This design comes from an exercise in tuning for small area, a short achievable clock period and few clock cycles per item on the open sky130 flow, not from production work. Only simulation tests tie the RTL to the original design; equivalence was not proved. Power and IR drop assume default switching activity.

[design/flow/design.v]
module geofence (clk, reset, X, Y, R, valid, is_inside);
input clk;
input reset;
input [9:0] X;
input [9:0] Y;
input [10:0] R;
output reg valid;
output reg is_inside;
reg [9:0]  X0, Y0;
reg [10:0] R0;
reg [10:0] px [1:5];    
reg [10:0] py [1:5];
reg [10:0] pr [1:5];
reg        inph;        
reg [2:0]  t;           
reg        cph;        
reg [4:0]  c;           
reg [2:0]  ins;         
reg [2:0]  lo, hi;
reg [2:0]  L [0:4];     
reg  [2:0]  pidx;
reg  [10:0] rx, ry, rr;
always @(*) begin
    case (pidx)
        3'd1: begin rx = px[1]; ry = py[1]; rr = pr[1]; end
        3'd2: begin rx = px[2]; ry = py[2]; rr = pr[2]; end
        3'd3: begin rx = px[3]; ry = py[3]; rr = pr[3]; end
        3'd4: begin rx = px[4]; ry = py[4]; rr = pr[4]; end
        3'd5: begin rx = px[5]; ry = py[5]; rr = pr[5]; end
        default: begin rx = 11'd0; ry = 11'd0; rr = R0; end
    endcase
end
reg [10:0] nx, ny;
always @(*) begin
    case (ins)
        3'd2: begin nx = px[2]; ny = py[2]; end
        3'd3: begin nx = px[3]; ny = py[3]; end
        3'd4: begin nx = px[4]; ny = py[4]; end
        default: begin nx = px[5]; ny = py[5]; end
    endcase
end
wire [2:0] mid = (lo + hi) >> 1;
wire sorting = (ins != 3'd6) && (!inph || (t > ins));
reg [10:0] ax, ay;             
reg [32:0] pb, cb;             
reg [19:0] m1r;
reg [21:0] m2r;
reg [9:0]  aq0, aq1, aq2;      
reg [9:0]  S;
reg [10:0] e1, e2, e3;
reg [9:0]  ureg;
reg [9:0]  qout;
reg [21:0] A, T;
wire aph   = cph && (c <= 5'd5);                  
wire uprod = cph && (c >= 5'd6) && (c <= 5'd16) && !c[0];
wire vprod = cph && (c >= 5'd7) && (c <= 5'd17) &&  c[0];
wire uvmul = cph && (c >= 5'd11) && (c <= 5'd21) && c[0];
always @(*) begin
    if (!cph) pidx = L[mid];
    else case (c)
        5'd0: pidx = L[0];
        5'd1: pidx = L[1];
        5'd2: pidx = L[2];
        5'd3: pidx = L[3];
        5'd4: pidx = L[4];
        5'd6: pidx = L[1];
        5'd8: pidx = L[2];
        5'd10: pidx = L[3];
        5'd12: pidx = L[4];
        default: pidx = 3'd0;
    endcase
end
reg signed [10:0] m1a, m1b;
reg signed [11:0] m2a;
reg signed [10:0] m2b;
wire signed [10:0] dx = ax - rx;
wire signed [10:0] dy = ay - ry;
wire [10:0] shx_l = pb[32:22];
wire [10:0] shx_r = cb[32:22];
wire [11:0] shx = {shx_l[10], shx_l} + {shx_r[10], shx_r};
wire [10:0] shy = cb[21:11] - pb[21:11];
always @(*) begin
    if (!cph) begin m1a = nx; m1b = ry; m2a = {ny[10], ny}; m2b = rx; end
    else if (aph) begin m1a = dx; m1b = dx; m2a = {dy[10], dy}; m2b = dy; end
    else begin
        if (uprod) begin m1a = {1'b0, S}; m1b = e1; end
        else       begin m1a = {1'b0, ureg}; m1b = {1'b0, qout}; end
        if (vprod) begin m2a = {e2[10], e2}; m2b = e3; end
        else       begin m2a = shx; m2b = shy; end
    end
end
wire signed [21:0] m1 = m1a * m1b;
wire signed [22:0] m2 = m2a * m2b;
wire bef = m1 > m2;    
wire [19:0] rad = (c <= 5'd6) ? (m1r + m2r[19:0]) : (c[0] ? m1r : m2r[19:0]);
function [21:0] sqstep;    
    input [11:0] rem;
    input [9:0]  root;
    input [1:0]  b;
    reg [13:0] re, tr;
    begin
        re = {rem, b};
        tr = {2'b00, root, 2'b01};
        if (re >= tr) sqstep = {re[11:0] - tr[11:0], root[8:0], 1'b1};
        else          sqstep = {re[11:0], root[8:0], 1'b0};
    end
endfunction
reg [4:0]  q1rem; reg [3:0] q1root; reg [11:0] q1rad;
reg [7:0]  q2rem; reg [6:0] q2root; reg [5:0]  q2rad;
reg [21:0] s1, s2;
always @(*) begin
    s1 = {12'd0, 10'd0};
    s1 = sqstep(s1[21:10], s1[9:0], rad[19:18]);
    s1 = sqstep(s1[21:10], s1[9:0], rad[17:16]);
    s1 = sqstep(s1[21:10], s1[9:0], rad[15:14]);
    s1 = sqstep(s1[21:10], s1[9:0], rad[13:12]);
    s2 = {7'd0, q1rem, 6'd0, q1root};
    s2 = sqstep(s2[21:10], s2[9:0], q1rad[11:10]);
    s2 = sqstep(s2[21:10], s2[9:0], q1rad[9:8]);
    s2 = sqstep(s2[21:10], s2[9:0], q1rad[7:6]);
end
reg [21:0] s3;
always @(*) begin
    s3 = {4'd0, q2rem, 3'd0, q2root};
    s3 = sqstep(s3[21:10], s3[9:0], q2rad[5:4]);
    s3 = sqstep(s3[21:10], s3[9:0], q2rad[3:2]);
    s3 = sqstep(s3[21:10], s3[9:0], q2rad[1:0]);
end
always @(posedge clk) begin
    q1rem <= s1[14:10]; q1root <= s1[3:0]; q1rad <= rad[11:0];
    q2rem <= s2[17:10]; q2root <= s2[6:0]; q2rad <= q1rad[5:0];
    qout <= s3[9:0];
end
wire [9:0]  acur = (c == 5'd5) ? aq0 : (c == 5'd7 || c == 5'd13) ? aq1 : (c == 5'd15) ? aq0 : aq2;
wire [10:0] ri = pb[10:0];
wire [10:0] rj = cb[10:0];
wire [10:0] ssum = acur + ri + rj;
wire [9:0]  Sn = ssum[10:1];
wire sph = cph && (c >= 5'd5) && (c <= 5'd15) && c[0];
integer k;
always @(posedge clk or posedge reset) begin
    if (reset) begin
        inph <= 1'b1; t <= 3'd0; cph <= 1'b0; c <= 5'd0;
        valid <= 1'b0;
        ins <= 3'd2; lo <= 3'd0; hi <= 3'd1;
    end else begin
        valid <= cph && (c == 5'd22);
        if (inph) begin
            t <= t + 3'd1;
            if (t == 3'd5) inph <= 1'b0;
        end
        if (sorting) begin
            if (bef) begin
                if (lo == mid) begin
                    ins <= ins + 3'd1; lo <= 3'd0; hi <= ins;
                end else hi <= mid;
            end else begin
                if (mid + 3'd1 == hi) begin
                    ins <= ins + 3'd1; lo <= 3'd0; hi <= ins;
                end else lo <= mid + 3'd1;
            end
        end
        if (!inph && !cph && ins == 3'd6) begin
            cph <= 1'b1; c <= 5'd0;
        end
        if (cph) begin
            c <= c + 5'd1;
            if (c == 5'd23) begin
                cph <= 1'b0; inph <= 1'b1; t <= 3'd0;
                ins <= 3'd2; lo <= 3'd0; hi <= 3'd1;
            end
        end
    end
end
wire [2:0] pos = bef ? mid : mid + 3'd1;
wire done_ins = bef ? (lo == mid) : (mid + 3'd1 == hi);
always @(posedge clk) begin
    if (inph && t == 3'd1) L[0] <= 3'd1;
    if (sorting && done_ins) begin
        for (k = 0; k < 5; k = k + 1)
            if (k > pos) L[k] <= L[k-1];
            else if (k == pos) L[k] <= ins;
    end
end
always @(posedge clk) begin
    if (inph) begin
        case (t)
            3'd0: begin X0 <= X; Y0 <= Y; R0 <= R; end
            3'd1: begin px[1] <= {1'b0, X} - {1'b0, X0}; py[1] <= {1'b0, Y} - {1'b0, Y0}; pr[1] <= R; end
            3'd2: begin px[2] <= {1'b0, X} - {1'b0, X0}; py[2] <= {1'b0, Y} - {1'b0, Y0}; pr[2] <= R; end
            3'd3: begin px[3] <= {1'b0, X} - {1'b0, X0}; py[3] <= {1'b0, Y} - {1'b0, Y0}; pr[3] <= R; end
            3'd4: begin px[4] <= {1'b0, X} - {1'b0, X0}; py[4] <= {1'b0, Y} - {1'b0, Y0}; pr[4] <= R; end
            default: begin px[5] <= {1'b0, X} - {1'b0, X0}; py[5] <= {1'b0, Y} - {1'b0, Y0}; pr[5] <= R; end
        endcase
    end
    if (!cph) begin ax <= 11'd0; ay <= 11'd0; end
    else if (aph) begin ax <= rx; ay <= ry; end
    if (!cph) begin pb <= {22'd0, R0}; end
    if (cph && c == 5'd0) cb <= {rx, ry, rr};
    if (cph && (c == 5'd6 || c == 5'd8 || c == 5'd10 || c == 5'd12 || c == 5'd14)) begin
        pb <= cb; cb <= {rx, ry, rr};
    end
    m1r <= m1[19:0];
    m2r <= m2[21:0];
    if (cph && c >= 5'd4 && c <= 5'd9) begin aq0 <= qout; aq1 <= aq0; aq2 <= aq1; end
    if (sph) begin
        S  <= Sn;
        e1 <= {1'b0, Sn} - {1'b0, acur};
        e2 <= {1'b0, Sn} - ri;
        e3 <= {1'b0, Sn} - {1'b0, rj[9:0]};
    end
    if (cph && c >= 5'd10 && c <= 5'd20 && !c[0]) ureg <= qout;
    if (!cph) begin A <= 22'd0; T <= 22'd0; end
    else begin
        if (c >= 5'd7 && c <= 5'd17 && c[0]) A <= A + m2r;
        if (c >= 5'd12 && c <= 5'd22 && !c[0]) T <= T + {2'd0, m1r};
    end
    if (cph && c == 5'd22) is_inside <= (A[21:1] >= (T + {2'd0, m1r}));
end
endmodule
[design/flow/run.sh]
#!/bin/bash
# synth_recipe.tcl (not shown) runs the flow's synth.tcl, then flattens the netlist and writes it again
# the make line also repeats each setting of config.mk as NAME=value (left out here)
make -C /OpenROAD-flow-scripts/flow DESIGN_CONFIG=/design/flow/config.mk WORK_HOME=/design/flow/orfs CLKGATE_MAP_FILE= SYNTH_SCRIPT=/design/flow/synth_recipe.tcl finish
[design/flow/config.mk]
export PLATFORM = sky130hd
export DESIGN_NAME = geofence
export DESIGN_NICKNAME = geofence
export VERILOG_FILES = /design/flow/design.v
export SDC_FILE = /design/flow/constraint.sdc
export NUM_CORES = 4
export LEC_CHECK = 0
export CAP_MARGIN = 20
export CORE_MARGIN = 2
export CORE_UTILIZATION = 40
export SLEW_MARGIN = 20
[design/flow/constraint.sdc]
create_clock -name core_clock -period 25.0 [get_ports {clk}]
set_input_delay 5.0000 -clock core_clock [delete_from_list [all_inputs] [get_ports {clk}]]
set_output_delay 5.0000 -clock core_clock [all_outputs]
set_load 0.01 [all_outputs]
==> flow_summary.toml <==
[sta]
fmax_mhz = 60.5
hold_violations = 0
slew_violations = 0
setup-violations-final = 0
hold_ws_ns = 0.325
worstMarginPinSlew_ns = 1.08
tns_ns = 0
period_needed_ns = 16.54
skew_ns = 0.0619
max_slew_margin = 0.260
rsz0062_at_grt = "no"
finalCritPeriodShare = 0.661

[cts]
cts_tree = "yes"
cts_resized = 0
clock_sinks = 541
cts-root-buf = "clkbuf_16"
cts_hold_buf = 0
numCtsBuffers = 58
clkSlewWorstSetupHoldPaths_ns = 0.06
worstSkewPairLatency_ns = 0.66
clk_path_buf_depth = 3
cts_setup_buffers = 0
htree_levels = 2

[floorplanning]
core_area_sq_um = 103000
die_width_microns = 326
initial_core_util = 0.402
fp-row-count = 118
die_y_microns = 326
die_area_sq_um = 107000
ioPinCount = 35

[drt]
dr.max_layer_used = "met4"
wl_met3_microns = 5260
vias = 29900
route.detailed.drc = 0
drt_first_pass_iters = 7
ant_nets = 0
wire_per_inst_microns = 19.3
via_per_inst = 5.30
finalWirelength_microns = 109000
met2WireLength_microns = 50400
initialDrtViolationCount = 2283
wl_met1_microns = 50900

[critical_path]
arrival_ns = 16.86
cp-start-kind = "flip-flop"
slowest_stage = "mux2i_1"
worstPathRequired_ns = 25.32
crit_top_cell = "fa_1"
worst-path-max-fanout = 41
cp_slowest_stage_delay_ns = 0.94
critPathCaptureType = "flip-flop"
rr_worst_depth = 58
path_class = "reg2reg"

[cells_and_area]
fillers = 9919
num-nets-final = 4905
mostFrequentLayoutCells = "inv_1 (576), ha_1 (381), nor2_1 (364)"
drive_gt1_frac = 0.0613
area_delta_synth_final_pct = 9.59
final_common_cell = "inv_1"
antenna_cells = 0

[yosys]
synthTopCellsByArea = "edfxtp_1 (26%), fa_1 (13%), ha_1 (11%), dfxtp_1 (7.8%), inv_1 (5.2%)"
synth_cell_types = 96
synth_seq_area_share = 0.349
synthArstFlopShare = 0.0370
synth_nets = 4888
syn_inst = 4207
synth_mux_area_frac = 0.0322
yosys_warnings = 5
synth_top_family_by_area = "adder cells"
synth_compound_area_frac = 0.150
synth_area_sq_um = 41600
synth_top_area_share = 0.259
synth_ff_type = "edfxtp_1"
synthAdderAreaFrac = 0.243
synth_edf_count = 358
synth_xor_area_frac = 0.0490
synth-simple-area-share = 0.110
synth_seq_cells = 541
syn_area_per_cell_sq_um = 9.88
synth_top_area_cell = "edfxtp_1"

[grt]
antenna_found_initial = 0
grt_pass1_vias = 30000
grt_pass1_wl_microns = 172000
grt_max_degree = 73
grt_use_total = 0.205
overflow = 0

[worst_hold_path]
worst_hold_path_type = "reg2reg"
min_path_cells = 0

[run]
max-cap-violations = 0

[pwr]
p_per_area_nw_per_um2 = 40.5
p_leak_nw = 20.2
vdd_ir_drop_max_uv = 67.2

[placed_design]
numPortBuffers = 34
dp_hpwl_microns = 83400
place.gp.congestion = 0.899

[status]
outcome = "finished clean"
==> per-layer routing <==
| layer | vias to the layer above | GRT usage |
|---|---|---|
| met3 | 131 | 0.0228 |
| li1 | 14500 | - |
| met2 | 744 | 0.337 |
| met1 | 14600 | 0.287 |
| met4 | 0 | 0.0563 |
| met5 | - | 0 |
==> kinds of logic after synthesis <==
family / count (synthesis)
mux: 129
compound gates: 940
simple gates: 996
xor+xnor: 231
flops: 541
buf+inv: 722
fa+ha+maj: 648
==> cell type report <==
class	instances	area [sq um]	share of cell area
Tap cell	1380	1730	0.0379
Sequential cell	541	14500	0.319
Multi-Input combinational cell	2944	24400	0.535
Clock inverter	41	410	0.00901
Timing Repair Buffer	99	828	0.0182
Inverter	580	2180	0.0478
Clock buffer	67	1520	0.0333
==> power breakdown <==
part / internal (mW) / switching (mW) / total [mW]
combinational: 0.00880 / 0.0121 / 0.0209
clock: 0.499 / 0.376 / 0.875
sequential: 0.950 / 0 / 0.950
total: 1.46 / 0.388 / 1.85
==> cells in the mapped netlist, drive strengths merged (32+ instances only) <==
cell type and n:
a21o 105, nor3 41, dfxtp 163, clkbuf 92, nand3 32, buf 50, mux2 36, o21ai 194
nor2b 48, mux2i 93, nor2 368, a211oi 44, and2 46, xor2 86, a221o 38, fa 267
xnor2 145, nand2b 68, inv 579, edfxtp 358, nand2 289, ha 381, a21oi 277, o21bai 47
==> sequential cells by signal, summed over array words and instances, names as in the netlist, 15 cells and up <==
register,cells
A,22
L,15
T,22
cb,33
m1r,20
m2r,22
pb,33
pr,55
px,55
py,55
==> metrics by stage <==
step	power, mW	setup slack, ns	cells	utilization	instance area [sq um]
2_1_floorplan	0.979	11.19	4207	-	41600
5_1_grt	1.90	7.18	5652	0.441	45600
3_3_place_gp	0.990	8.88	5544	0.422	43600
6_report	1.85	8.46	5652	0.441	45600
3_5_place_dp	0.990	8.58	5544	0.422	43600
4_1_cts	1.86	8.53	5652	0.441	45600
==> worst paths after layout <==
path | slack [ns] | end | from
worst max register to register | 8.46 | L[4][0] | hi[0]
worst min-delay path | 0.33 | q2rad[1] | q1rad[1]
worst min register to register | 0.33 | q2rad[1] | q1rad[1]
max in group asynchronous | 19.70 | cph | reset
worst max-delay path | 8.46 | L[4][0] | hi[0]
min in group asynchronous | 4.79 | t[2] | reset
==> worst max-delay path, delay by kind of cell, from the launching register on <==
family	cells	cell delay [ns]
AND/OR/NAND/NOR	12	2.18
buffers and inverters	8	1.62
adder cells (fa/ha/maj)	11	4.52
XOR/XNOR	4	1.05
multiplexers	2	1.59
AO/OA/AOI/OAI	21	4.58
flip-flops	1	0.55
Testbench counts, summed over its fixed seeds: cycles 56,078, items 1,600.

-- re-timing with driven ports --
In the flow no input, the clock included, has a driving cell. The finished layout below was timed again as built, in two steps.
Step 1 sets driving cells, clkbuf_16 on the clock port and buf_2 on the other inputs (assumed; they add their load-dependent delay and slew).
Step 2 adds t to the input delays and takes it off the output delays; t is the mean of the earliest and latest rising clock arrival at the registers after step 1. Input paths then give back, and output paths get back, about the clock's delay inside the block.
a / b / c = no drivers / after step 1 / after step 2; a / b = the first two.
shift t [ns]: 0.701
slack for setup (ns): 8.464 / 8.464 / 8.464
worst setup path at the end: register to register
After both steps this run still meets setup and hold. For this run, drivers alone change the setup slack by 0.000 ns; drivers and shift together by 0.000 ns.
